Context: an optimization exercise on an open-source flow, tuned for small area, a short achievable clock period and few clock cycles per item. The choices shown serve that exercise and are no tape-out recipe. The RTL was checked by simulation tests, not by an equivalence proof against the original design.

==> inputs of nickel <==
// fpu_top
module fpu_top
  (input wire         clk,
   input wire         rstn,
   input wire         start,
   input wire [3:0]   op,
   input wire [31:0]  a,
   input wire [31:0]  b,
   output wire        ready,
   output wire        done,
   output wire [31:0] result);
export LEC_CHECK = 0
export CAP_MARGIN = 20
export CORE_MARGIN = 2
export CORE_UTILIZATION = 45
export SLEW_MARGIN = 20
export TNS_END_PERCENT = 10
create_clock -name core_clock -period 17.5 [get_ports {clk}]
standard.sh (not shown) runs the stock make flow with config.mk's settings and CLKGATE_MAP_FILE= SYNTH_SCRIPT=/design/flow/synth_recipe.tcl, a recipe that flattens the netlist after the stock synthesis.
==> flow/flow/run.sh <==
#!/bin/bash
export SETUP_SLACK_MARGIN=9
bash standard.sh > standard.log 2>&1
==> inputs of maple, as changes to nickel <==
--- a/flow/design.v
+++ b/flow/design.v
@@ -119,19 +119,19 @@
    wire [22:0] my1, my0;
    inc_pfx #(23) _inc1(.x(mye[46:24]), .cin(r1), .y(my1));
    inc_pfx #(23) _inc0(.x(mye[45:23]), .cin(r0), .y(my0));
    wire [22:0] my = mye[47] ? my1 : my0;
    assign y = (fin && ez && &mye[46:23]) ? {sy,8'b1,23'b0} :
               (fin && eu) ? {sy,31'b0} :
               (fin && eo) ? {sy,8'd255,23'b0} : {sy,ey[7:0],my};
 endmodule
-module mul27x25(input wire [26:0] a, input wire [24:0] b, output wire [51:0] p);
-  wire one0 = b[0] ^ 1'b0;
-  wire two0 = (b[1] & ~b[0] & ~1'b0) | (~b[1] & b[0] & 1'b0);
+module mul27x25(input wire [26:0] a, input wire [24:0] b, input wire cin, output wire [51:0] p);
+  wire one0 = b[0] ^ cin;
+  wire two0 = (b[1] & ~b[0] & ~cin) | (~b[1] & b[0] & cin);
   wire neg0 = b[1];
   wire pp0_0 = ((one0 & a[0])) ^ neg0;
   wire pp0_1 = ((one0 & a[1]) | (two0 & a[0])) ^ neg0;
   wire pp0_2 = ((one0 & a[2]) | (two0 & a[1])) ^ neg0;
   wire pp0_3 = ((one0 & a[3]) | (two0 & a[2])) ^ neg0;
   wire pp0_4 = ((one0 & a[4]) | (two0 & a[3])) ^ neg0;
   wire pp0_5 = ((one0 & a[5]) | (two0 & a[4])) ^ neg0;
   wire pp0_6 = ((one0 & a[6]) | (two0 & a[5])) ^ neg0;
@@ -1210,72 +1210,30 @@
 endmodule
 module tab_sqrt(input wire [7:0] i, output wire [26:0] y);
    assign y = (i[7] ? (i[6] ? (i[5] ? (i[4] ? (i[3] ? (i[2] ? (i[1] ? (i[0] ? 27'h2d4c915 : 27'h2d63541) : (i[0] ? 27'h2d7a394 : 27'h2d91414)) : (i[1] ? (i[0] ? 27'h2da86c5 : 27'h2dbfbae) : (i[0] ? 27'h2dd72d5 : 27'h2deec3f))) : (i[2] ? (i[1] ? (i[0] ? 27'h2e067f2 : 27'h2e1e5f3) : (i[0] ? 27'h2e3664a : 27'h2e4e8fb)) : (i[1] ? (i[0] ? 27'h2e66e0e : 27'h2e7f588) : (i[0] ? 27'h2e97f70 : 27'h2eb0bcd)))) : (i[3] ? (i[2] ? (i[1] ? (i[0] ? 27'h2ec9aa4 : 27'h2ee2bfc) : (i[0] ? 27'h2efbfdd : 27'h2f1564d)) : (i[1] ? (i[0] ? 27'h2f2ef53 : 27'h2f48af6) : (i[0] ? 27'h2f6293d : 27'h2f7ca30))) : (i[2] ? (i[1] ? (i[0] ? 27'h2f96dd6 : 27'h2fb1436) : (i[0] ? 27'h2fcbd58 : 27'h2fe6944)) : (i[1] ? (i[0] ? 27'h3001801 : 27'h301c997) : (i[0] ? 27'h3037e0f : 27'h3053571))))) : (i[4] ? (i[3] ? (i[2] ? (i[1] ? (i[0] ? 27'h306efc5 : 27'h308ad14) : (i[0] ? 27'h30a6d65 : 27'h30c30c3)) : (i[1] ? (i[0] ? 27'h30df735 : 27'h30fc0c5) : (i[0] ? 27'h3118d7b : 27'h3135d63))) : (i[2] ? (i[1] ? (i[0] ? 27'h3153083 : 27'h31706e7) : (i[0] ? 27'h318e098 : 27'h31abda0)) : (i[1] ? (i[0] ? 27'h31c9e0a : 27'h31e81de) : (i[0] ? 27'h3206928 : 27'h32253f3)))) : (i[3] ? (i[2] ? (i[1] ? (i[0] ? 27'h3244249 : 27'h3263435) : (i[0] ? 27'h32829c2 : 27'h32a22fc)) : (i[1] ? (i[0] ? 27'h32c1fee : 27'h32e20a4) : (i[0] ? 27'h330252a : 27'h3322d8b))) : (i[2] ? (i[1] ? (i[0] ? 27'h33439d6 : 27'h3364a15) : (i[0] ? 27'h3385e56 : 27'h33a76a6)) : (i[1] ? (i[0] ? 27'h33c9312 : 27'h33eb3a7) : (i[0] ? 27'h340d874 : 27'h3430186)))))) : (i[5] ? (i[4] ? (i[3] ? (i[2] ? (i[1] ? (i[0] ? 27'h3452eec : 27'h34760b4) : (i[0] ? 27'h34996ec : 27'h34bd1a5)) : (i[1] ? (i[0] ? 27'h34e10ed : 27'h35054d4) : (i[0] ? 27'h3529d69 : 27'h354eabe))) : (i[2] ? (i[1] ? (i[0] ? 27'h3573ce2 : 27'h35993e7) : (i[0] ? 27'h35befde : 27'h35e50d7)) : (i[1] ? (i[0] ? 27'h360b6e6 : 27'h363221b) : (i[0] ? 27'h365928a : 27'h3680846)))) : (i[3] ? (i[2] ? (i[1] ? (i[0] ? 27'h36a8362 : 27'h36d03f2) : (i[0] ? 27'h36f8a09 : 27'h37215bc)) : (i[1] ? (i[0] ? 27'h374a720 : 27'h3773e4b) : (i[0] ? 27'h379db52 : 27'h37c7e4c))) : (i[2] ? (i[1] ? (i[0] ? 27'h37f274e : 27'h381d671) : (i[0] ? 27'h3848bcc : 27'h3874777)) : (i[1] ? (i[0] ? 27'h38a098a : 27'h38cd220) : (i[0] ? 27'h38fa151 : 27'h3927738))))) : (i[4] ? (i[3] ? (i[2] ? (i[1] ? (i[0] ? 27'h39553f0 : 27'h3983795) : (i[0] ? 27'h39b2242 : 27'h39e1414)) : (i[1] ? (i[0] ? 27'h3a10d28 : 27'h3a40d9e) : (i[0] ? 27'h3a71592 : 27'h3aa2525))) : (i[2] ? (i[1] ? (i[0] ? 27'h3ad3c78 : 27'h3b05ba9) : (i[0] ? 27'h3b382dc : 27'h3b6b233)) : (i[1] ? (i[0] ? 27'h3b9e9d1 : 27'h3bd29db) : (i[0] ? 27'h3c07274 : 27'h3c3c3c3)))) : (i[3] ? (i[2] ? (i[1] ? (i[0] ? 27'h3c71def : 27'h3ca8120) : (i[0] ? 27'h3cded7e : 27'h3d16333)) : (i[1] ? (i[0] ? 27'h3d4e269 : 27'h3d86b4d) : (i[0] ? 27'h3dbfe0c : 27'h3df9ad3))) : (i[2] ? (i[1] ? (i[0] ? 27'h3e341d2 : 27'h3e6f33a) : (i[0] ? 27'h3eaaf3c : 27'h3ee760b)) : (i[1] ? (i[0] ? 27'h3f247dd : 27'h3f624e6) : (i[0] ? 27'h3fa0d5e : 27'h3fe017e))))))) : (i[6] ? (i[5] ? (i[4] ? (i[3] ? (i[2] ? (i[1] ? (i[0] ? 27'h4020181 : 27'h4060da2) : (i[0] ? 27'h40a261e : 27'h40e4b37)) : (i[1] ? (i[0] ? 27'h4127d2c : 27'h416bc40) : (i[0] ? 27'h41b08ba : 27'h41f62df))) : (i[2] ? (i[1] ? (i[0] ? 27'h423caf8 : 27'h4284152) : (i[0] ? 27'h42cc639 : 27'h43159fd)) : (i[1] ? (i[0] ? 27'h435fcf1 : 27'h43aaf68) : (i[0] ? 27'h43f71bb : 27'h4444444)))) : (i[3] ? (i[2] ? (i[1] ? (i[0] ? 27'h449275e : 27'h44e1b6b) : (i[0] ? 27'h45320cc : 27'h45837e8)) : (i[1] ? (i[0] ? 27'h45d6128 : 27'h4629cf9) : (i[0] ? 27'h467ebcb : 27'h46d4e13))) : (i[2] ? (i[1] ? (i[0] ? 27'h472c447 : 27'h4784ee5) : (i[0] ? 27'h47dee6e : 27'h483a364)) : (i[1] ? (i[0] ? 27'h4896e53 : 27'h48f4fc9) : (i[0] ? 27'h4954859 : 27'h49b589b))))) : (i[4] ? (i[3] ? (i[2] ? (i[1] ? (i[0] ? 27'h4a1812f : 27'h4a7c2b9) : (i[0] ? 27'h4ae1de2 : 27'h4b4935c)) : (i[1] ? (i[0] ? 27'h4bb23df : 27'h4c1d029) : (i[0] ? 27'h4c898ff : 27'h4cf7f31))) : (i[2] ? (i[1] ? (i[0] ? 27'h4d68394 : 27'h4dda707) : (i[0] ? 27'h4e4ea71 : 27'h4ec4ec4)) : (i[1] ? (i[0] ? 27'h4f3d4fc : 27'h4fb7e1f) : (i[0] ? 27'h5034b3e : 27'h50b3d76)))) : (i[3] ? (i[2] ? (i[1] ? (i[0] ? 27'h51355f1 : 27'h51b95e6) : (i[0] ? 27'h523fe9a : 27'h52c9161)) : (i[1] ? (i[0] ? 27'h5354f9e : 27'h53e3ac5) : (i[0] ? 27'h547545d : 27'h5509dfd))) : (i[2] ? (i[1] ? (i[0] ? 27'h55a1952 : 27'h563c81d) : (i[0] ? 27'h56dac38 : 27'h577c792)) : (i[1] ? (i[0] ? 27'h5821c36 : 27'h58cac48) : (i[0] ? 27'h5977a0a : 27'h5a287e0)))))) : (i[5] ? (i[4] ? (i[3] ? (i[2] ? (i[1] ? (i[0] ? 27'h3452eec : 27'h34760b4) : (i[0] ? 27'h34996ec : 27'h34bd1a5)) : (i[1] ? (i[0] ? 27'h34e10ed : 27'h35054d4) : (i[0] ? 27'h3529d69 : 27'h354eabe))) : (i[2] ? (i[1] ? (i[0] ? 27'h3573ce2 : 27'h35993e7) : (i[0] ? 27'h35befde : 27'h35e50d7)) : (i[1] ? (i[0] ? 27'h360b6e6 : 27'h363221b) : (i[0] ? 27'h365928a : 27'h3680846)))) : (i[3] ? (i[2] ? (i[1] ? (i[0] ? 27'h36a8362 : 27'h36d03f2) : (i[0] ? 27'h36f8a09 : 27'h37215bc)) : (i[1] ? (i[0] ? 27'h374a720 : 27'h3773e4b) : (i[0] ? 27'h379db52 : 27'h37c7e4c))) : (i[2] ? (i[1] ? (i[0] ? 27'h37f274e : 27'h381d671) : (i[0] ? 27'h3848bcc : 27'h3874777)) : (i[1] ? (i[0] ? 27'h38a098a : 27'h38cd220) : (i[0] ? 27'h38fa151 : 27'h3927738))))) : (i[4] ? (i[3] ? (i[2] ? (i[1] ? (i[0] ? 27'h39553f0 : 27'h3983795) : (i[0] ? 27'h39b2242 : 27'h39e1414)) : (i[1] ? (i[0] ? 27'h3a10d28 : 27'h3a40d9e) : (i[0] ? 27'h3a71592 : 27'h3aa2525))) : (i[2] ? (i[1] ? (i[0] ? 27'h3ad3c78 : 27'h3b05ba9) : (i[0] ? 27'h3b382dc : 27'h3b6b233)) : (i[1] ? (i[0] ? 27'h3b9e9d1 : 27'h3bd29db) : (i[0] ? 27'h3c07274 : 27'h3c3c3c3)))) : (i[3] ? (i[2] ? (i[1] ? (i[0] ? 27'h3c71def : 27'h3ca8120) : (i[0] ? 27'h3cded7e : 27'h3d16333)) : (i[1] ? (i[0] ? 27'h3d4e269 : 27'h3d86b4d) : (i[0] ? 27'h3dbfe0c : 27'h3df9ad3))) : (i[2] ? (i[1] ? (i[0] ? 27'h3e341d2 : 27'h3e6f33a) : (i[0] ? 27'h3eaaf3c : 27'h3ee760b)) : (i[1] ? (i[0] ? 27'h3f247dd : 27'h3f624e6) : (i[0] ? 27'h3fa0d5e : 27'h3fe017e))))))));
 endmodule
 `default_nettype none
 module fsgnj
    (  input wire [31:0]  x1,
       input wire [31:0]  x2,
-      output wire [31:0] y,
-      output wire        exception);
-   wire s1 = x1[31:31];
-   wire [7:0] e1 = x1[30:23];
-   wire [22:0] m1 = x1[22:0];
-   wire s2 = x2[31:31];
-   wire [7:0] e2 = x2[30:23];
-   wire [22:0] m2 = x2[22:0];
-   wire nzm1 = |m1;
-   wire nzm2 = |m2;
-   assign y = (e1 == 8'd255 && nzm1) ? {s1,8'd255,1'b1,m1[21:0]} :
-              (e2 == 8'd255 && nzm2) ? {s2,8'd255,1'b1,m2[21:0]} :  
-              {s2,e1,m1};
-   assign exception = ((e1 == 8'd255 && nzm1) || (e2 == 8'd255 && nzm2)) ? 1'b1 : 1'b0;
-endmodule                                                                         
-`default_nettype wire
-`default_nettype none
-module fsgnjn
-   (  input wire [31:0]  x1,
-      input wire [31:0]  x2,
-      output wire [31:0] y,
-      output wire        exception);
-   wire s1 = x1[31:31];
-   wire [7:0] e1 = x1[30:23];
-   wire [22:0] m1 = x1[22:0];
-   wire s2 = x2[31:31];
-   wire [7:0] e2 = x2[30:23];
-   wire [22:0] m2 = x2[22:0];
-   wire nzm1 = |m1;
-   wire nzm2 = |m2;
-   assign y = (e1 == 8'd255 && nzm1) ? {s1,8'd255,1'b1,m1[21:0]} :
-              (e2 == 8'd255 && nzm2) ? {s2,8'd255,1'b1,m2[21:0]} :  
-              {~s2,e1,m1};
-   assign exception = ((e1 == 8'd255 && nzm1) || (e2 == 8'd255 && nzm2)) ? 1'b1 : 1'b0;
-endmodule                                                                         
-`default_nettype wire
-`default_nettype none
-module fsgnjx
-   (  input wire [31:0]  x1,
-      input wire [31:0]  x2,
-      output wire [31:0] y,
-      output wire        exception);
+      input wire         sg,
+      output wire [31:0] y);
    wire s1 = x1[31:31];
    wire [7:0] e1 = x1[30:23];
    wire [22:0] m1 = x1[22:0];
    wire s2 = x2[31:31];
    wire [7:0] e2 = x2[30:23];
    wire [22:0] m2 = x2[22:0];
    wire nzm1 = |m1;
    wire nzm2 = |m2;
-   wire sy = s1 ^ s2;
    assign y = (e1 == 8'd255 && nzm1) ? {s1,8'd255,1'b1,m1[21:0]} :
-              (e2 == 8'd255 && nzm2) ? {s2,8'd255,1'b1,m2[21:0]} :  
-              {sy,e1,m1};
-   assign exception = ((e1 == 8'd255 && nzm1) || (e2 == 8'd255 && nzm2)) ? 1'b1 : 1'b0;
-endmodule                                                                         
+              (e2 == 8'd255 && nzm2) ? {s2,8'd255,1'b1,m2[21:0]} :
+              {sg,e1,m1};
+endmodule
 `default_nettype wire
 `default_nettype none
 module fcvtws
    (  input wire [31:0]  x,
       output wire [31:0] y);
    wire s = x[31];
    wire [7:0] e = x[30:23];
    wire [8:0] sh = 9'd182 - {1'b0, e};
@@ -1355,37 +1313,37 @@
 module inc_pfx #(parameter W = 25)
    (  input wire [W-1:0] x,
       input wire         cin,
       output wire [W-1:0] y);
    wire [W-1:0] a1, a2, a3, a4, a5;
    genvar i;
    generate
       for (i = 0; i < W; i = i + 1) begin : bt
-         if (i & 1) begin : l1
+         if ((i & 1) != 0) begin : l1
             assign a1[i] = x[i] & x[i - 1];
          end else begin : k1
             assign a1[i] = x[i];
          end
-         if (i & 2) begin : l2
+         if ((i & 2) != 0) begin : l2
             assign a2[i] = a1[i] & a1[((i >> 1) << 1) - 1];
          end else begin : k2
             assign a2[i] = a1[i];
          end
-         if (i & 4) begin : l3
+         if ((i & 4) != 0) begin : l3
             assign a3[i] = a2[i] & a2[((i >> 2) << 2) - 1];
          end else begin : k3
             assign a3[i] = a2[i];
          end
-         if (i & 8) begin : l4
+         if ((i & 8) != 0) begin : l4
             assign a4[i] = a3[i] & a3[((i >> 3) << 3) - 1];
          end else begin : k4
             assign a4[i] = a3[i];
          end
-         if (i & 16) begin : l5
+         if ((i & 16) != 0) begin : l5
             assign a5[i] = a4[i] & a4[((i >> 4) << 4) - 1];
          end else begin : k5
             assign a5[i] = a4[i];
          end
       end
    endgenerate
    assign y = x ^ {a5[W-2:0] & {(W-1){cin}}, cin};
 endmodule
@@ -1408,16 +1366,17 @@
    reg [31:0]         ra;
    reg [31:0]         rb;
    reg [26:0]         X;         
    reg [24:0]         K;         
    reg [31:0]         PR;        
    reg [25:0]         M;         
    reg [7:0]          EYR;
    reg                RND, SY, NEG;
+   reg [10:0]         rs;        
    assign ready = ~busy;
    assign done = done_r;
    wire               accept = rstn & start & ~busy;
    wire               op_div = (op == 4'd3);
    wire               op_one = (op == 4'd5) | (op == 4'd6) | (op == 4'd7) | (op == 4'd8) | (op == 4'd9) |
                                (op == 4'd10) | (op == 4'd11) | (op == 4'd13) | (op == 4'd14) | (op == 4'd15);
    wire               o_add = (opr == 4'd0) | (opr == 4'd1);
    wire               o_mul = (opr == 4'd2);
@@ -1425,57 +1384,57 @@
    wire               o_sqrt = (opr == 4'd4);
    wire [25:0]        tdiv_y;
    tab_div _tdiv(.i(b[22:15]), .y(tdiv_y));
    wire [24:0]        ma_in = (|a[30:23] && ~a[23]) ? {2'b01,a[22:0]} : {1'b1,a[22:0],1'b0};
    wire [26:0]        tsqrt_y;
    tab_sqrt _tsqrt(.i(ma_in[24:17]), .y(tsqrt_y));
    wire [50:20]       P = PR[31:1];
    wire               s20 = PR[0];
-   wire [24:0]        l_div = ~P[49:25] + {24'b0, ~P[24]};
    wire               rP = P[22] & (P[21] | P[20] | s20 | P[23]);
    wire [25:0]        xo_div = P[48:23] + {25'b0, rP};
    wire               c0 = P[23] & rP;
-   wire [22:0]        my_div = P[47:25] + {22'b0, c0 | P[24]};
+   wire               cx = c0 | P[24];
    wire               m2z = ~|rb[22:0];
-   wire [22:0]        x2i = m2z ? 23'b0 : my_div;
+   wire               x0 = m2z | (cx & &P[47:25]);
    wire [29:0]        n_sq = {1'b0, X, 1'b0} + {2'b0, X};
    wire [30:0]        p_sq = {n_sq, 1'b0} - {1'b0, P[49:20]};
    wire [26:0]        xo_sq;
    inc_pfx #(27) _incs(.x(p_sq[28:2]), .cin(p_sq[1] & (p_sq[0] | p_sq[2])), .y(xo_sq));
-   wire [24:0]        mye_sq1, mye_sq0;
-   inc_pfx #(25) _incq1(.x({1'b0, X[26:3]}), .cin(X[2]), .y(mye_sq1));
-   inc_pfx #(25) _incq0(.x({1'b0, X[25:2]}), .cin(X[1]), .y(mye_sq0));
-   wire [24:0]        mye_sq = X[26] ? mye_sq1 : mye_sq0;
-   wire [22:0]        my_sq = mye_sq[24] ? 23'b0 : mye_sq[22:0];
+   wire [22:0]        sq_base = X[26] ? X[25:3] : X[24:2];
+   wire               sq_c = X[26] ? X[2] : X[1];
+   wire               sq_z = sq_c & &sq_base;
+   wire               mye24 = X[26] ? (&X[26:3] & X[2]) : (&X[25:2] & X[1]);
    wire [7:0]         ea_r = {{1'b0, ra[30]} + 2'd1, ra[29:24]};
-   wire [7:0]         ey_sq = (X[26] ? 8'd254 - ea_r : 8'd253 - ea_r) + {7'b0, mye_sq[24]};
+   wire [7:0]         ey_sq = (X[26] ? 8'd254 - ea_r : 8'd253 - ea_r) + {7'b0, mye24};
    reg [26:0]         mA;
    reg [24:0]         mB;
+   reg                mC;
    always @(*) begin
       mA = {4'b0001, ra[22:0]};
       mB = {2'b01, rb[22:0]};
+      mC = 1'b0;
       if (o_div) begin
          case (cnt)
            4'd1: begin mA = {1'b0, X[25:0]}; mB = {2'b01, rb[22:0]}; end
            4'd3: begin mA = {1'b0, xo_div}; mB = {2'b01, rb[22:0]}; end
-           4'd5: begin mA = {4'b0001, x2i}; mB = {2'b01, ra[22:0]}; end
-           default: begin mA = {2'b0, l_div}; mB = X[25:1]; end
+           4'd5: begin mA = {4'b0001, ra[22:0]}; mB = {2'b01, x0 ? 23'b0 : P[47:25]}; mC = ~x0 & cx; end
+           default: begin mA = {2'b0, X[25:1]}; mB = ~P[49:25]; mC = ~P[24]; end
          endcase
       end else if (o_sqrt) begin
          case (cnt)
            4'd1, 4'd5: begin mA = X; mB = rb[24:0]; end
            4'd2, 4'd6: begin mA = {2'b0, X[26:2]}; mB = X[26:2]; end
            4'd3, 4'd7: begin mA = {2'b0, K}; mB = P[49:25]; end
-           default: begin mA = {4'b0001, my_sq}; mB = {2'b01, ra[22:0]}; end
+           default: begin mA = {4'b0001, ra[22:0]}; mB = {2'b01, sq_z ? 23'b0 : sq_base}; mC = ~sq_z & sq_c; end
          endcase
       end
    end
    wire [51:0]        Pm;
-   mul27x25 _mul(.a(mA), .b(mB), .p(Pm));
+   mul27x25 _mul(.a(mA), .b(mB), .cin(mC), .p(Pm));
    reg [7:0]          fe1, fe2;
    reg                fsy;
    always @(*) begin
       if (o_div) begin
          fe1 = m2z ? 8'd127 : 8'd126; fe2 = 8'd127; fsy = rb[31] ^ ra[31];
       end else if (o_sqrt) begin
          fe1 = ra[30:23]; fe2 = ey_sq; fsy = 1'b0;
       end else begin
@@ -1512,33 +1471,31 @@
    wire [31:0]        nrm_y;
    wire [5:0]         nrm_sh;
    norm32 _norm(.x(o_cvtsw ? nrm_a : {nrm_a[25:0], 6'b0}), .lim(~o_cvtsw), .limit(EYR), .y(nrm_y), .sh(nrm_sh));
    wire               nrm_rnd = nrm_y[7] & (nrm_y[6] | nrm_y[8] | |nrm_y[5:0]);
    wire [31:0]        fadd_y;
    fadd_s2 _fadd2(.x1(ra), .x2(rb), .m(M), .eyr(EYR), .rnd(RND), .sy(SY), .y(fadd_y));
    wire [31:0]        fcvtws_y;
    fcvtws _fcvtws(.x(ra), .y(fcvtws_y));
-   wire [31:0]        fsgnj_y, fsgnjn_y, fsgnjx_y;
+   wire [31:0]        fsgnj_y;
    wire               feq_y, fle_y;
-   wire               e0, e1, e2, e4, e5;
-   fsgnj _fsgnj(.x1(ra), .x2(rb), .y(fsgnj_y), .exception(e0));
-   fsgnjn _fsgnjn(.x1(ra), .x2(rb), .y(fsgnjn_y), .exception(e1));
-   fsgnjx _fsgnjx(.x1(ra), .x2(rb), .y(fsgnjx_y), .exception(e2));
+   wire               e4, e5;
+   wire               sg = rs[5] ? rb[31] : rs[4] ? ~rb[31] : ra[31] ^ rb[31];
+   fsgnj _fsgnj(.x1(ra), .x2(rb), .sg(sg), .y(fsgnj_y));
    feq _feq(.x1(ra), .x2(rb), .y(feq_y), .exception(e4));
    fle _fle(.x1(ra), .x2(rb), .y(fle_y), .exception(e5));
-   reg [10:0]         rs;
    always @(posedge clk)
      if (accept)
        rs <= {op == 4'd8, op == 4'd0 || op == 4'd1 || op == 4'd12, op == 4'd2, op == 4'd3, op == 4'd4, op == 4'd5, op == 4'd6,
               op == 4'd7, op == 4'd10, op == 4'd11,
               op == 4'd9 || op == 4'd13 || op == 4'd14 || op == 4'd15};
    assign result = ({32{rs[10]}} & fcvtws_y) | ({32{rs[9]}} & fadd_y) | ({32{rs[8]}} & fmul_y) | ({32{rs[7]}} & fdiv_y) |
-                   ({32{rs[6]}} & fsqrt_y) | ({32{rs[5]}} & fsgnj_y) | ({32{rs[4]}} & fsgnjn_y) |
-                   ({32{rs[3]}} & fsgnjx_y) | {31'b0, rs[2] & feq_y} | {31'b0, rs[1] & fle_y} |
+                   ({32{rs[6]}} & fsqrt_y) | ({32{rs[5] | rs[4] | rs[3]}} & fsgnj_y) |
+                   {31'b0, rs[2] & feq_y} | {31'b0, rs[1] & fle_y} |
                    ({32{rs[0]}} & ra);
    wire               last = o_div ? (cnt == 4'd5) : o_sqrt ? (cnt == 4'd9) :
                              o_add ? (cnt == 4'd2) | ~s1_near : 1'b1;
    always @(posedge clk) begin
       if (!rstn) begin
          busy <= 1'b0;
          done_r <= 1'b0;
       end else if (accept) begin
==> summary.txt <==
In maple the clock skew is higher than in nickel, by 28 ps. Sequential cell count is the same in maple and nickel. Critical path depth: nickel is higher than maple (5). Worst hold slack: nickel is better than maple (11 ps). Clock-buffer cell count: nickel is higher than maple (1). maple finished clean. nickel passed the timing, design-rule and antenna checks.
Testbench counts of nickel, summed over its fixed seeds: cycles 57,182, ops 24,000.
Testbench counts of maple, summed over its fixed seeds: cycles 57,182, ops 24,000.

-- afterwards: timing with drivers on the ports --
The results above use ideal ports. As a check the final layouts listed here were re-extracted and re-timed, cells and wires unchanged. Step 1, drivers: a clkbuf_16 drives clk and a buf_2 each remaining input, both assumed. Step 2 moves the port delays by t, midway between the first and last clock arrival at a register: inputs arrive t later, outputs are due t later. That takes back most of the time a late clock gives input paths. Slacks: no drivers / after step 1 / after step 2; pairs: no drivers / after step 1.
run | t (ns) | setup WS [ns] | worst setup path at the end
nickel | 0.710 | 7.897 / 7.845 / 7.233 | input to register
maple | 0.732 | 8.295 / 8.216 / 7.627 | input to register
After both steps every run listed still meets setup and hold. For maple, which loses most, drivers alone change the setup slack by -0.079 ns; drivers and shift together by -0.668 ns.
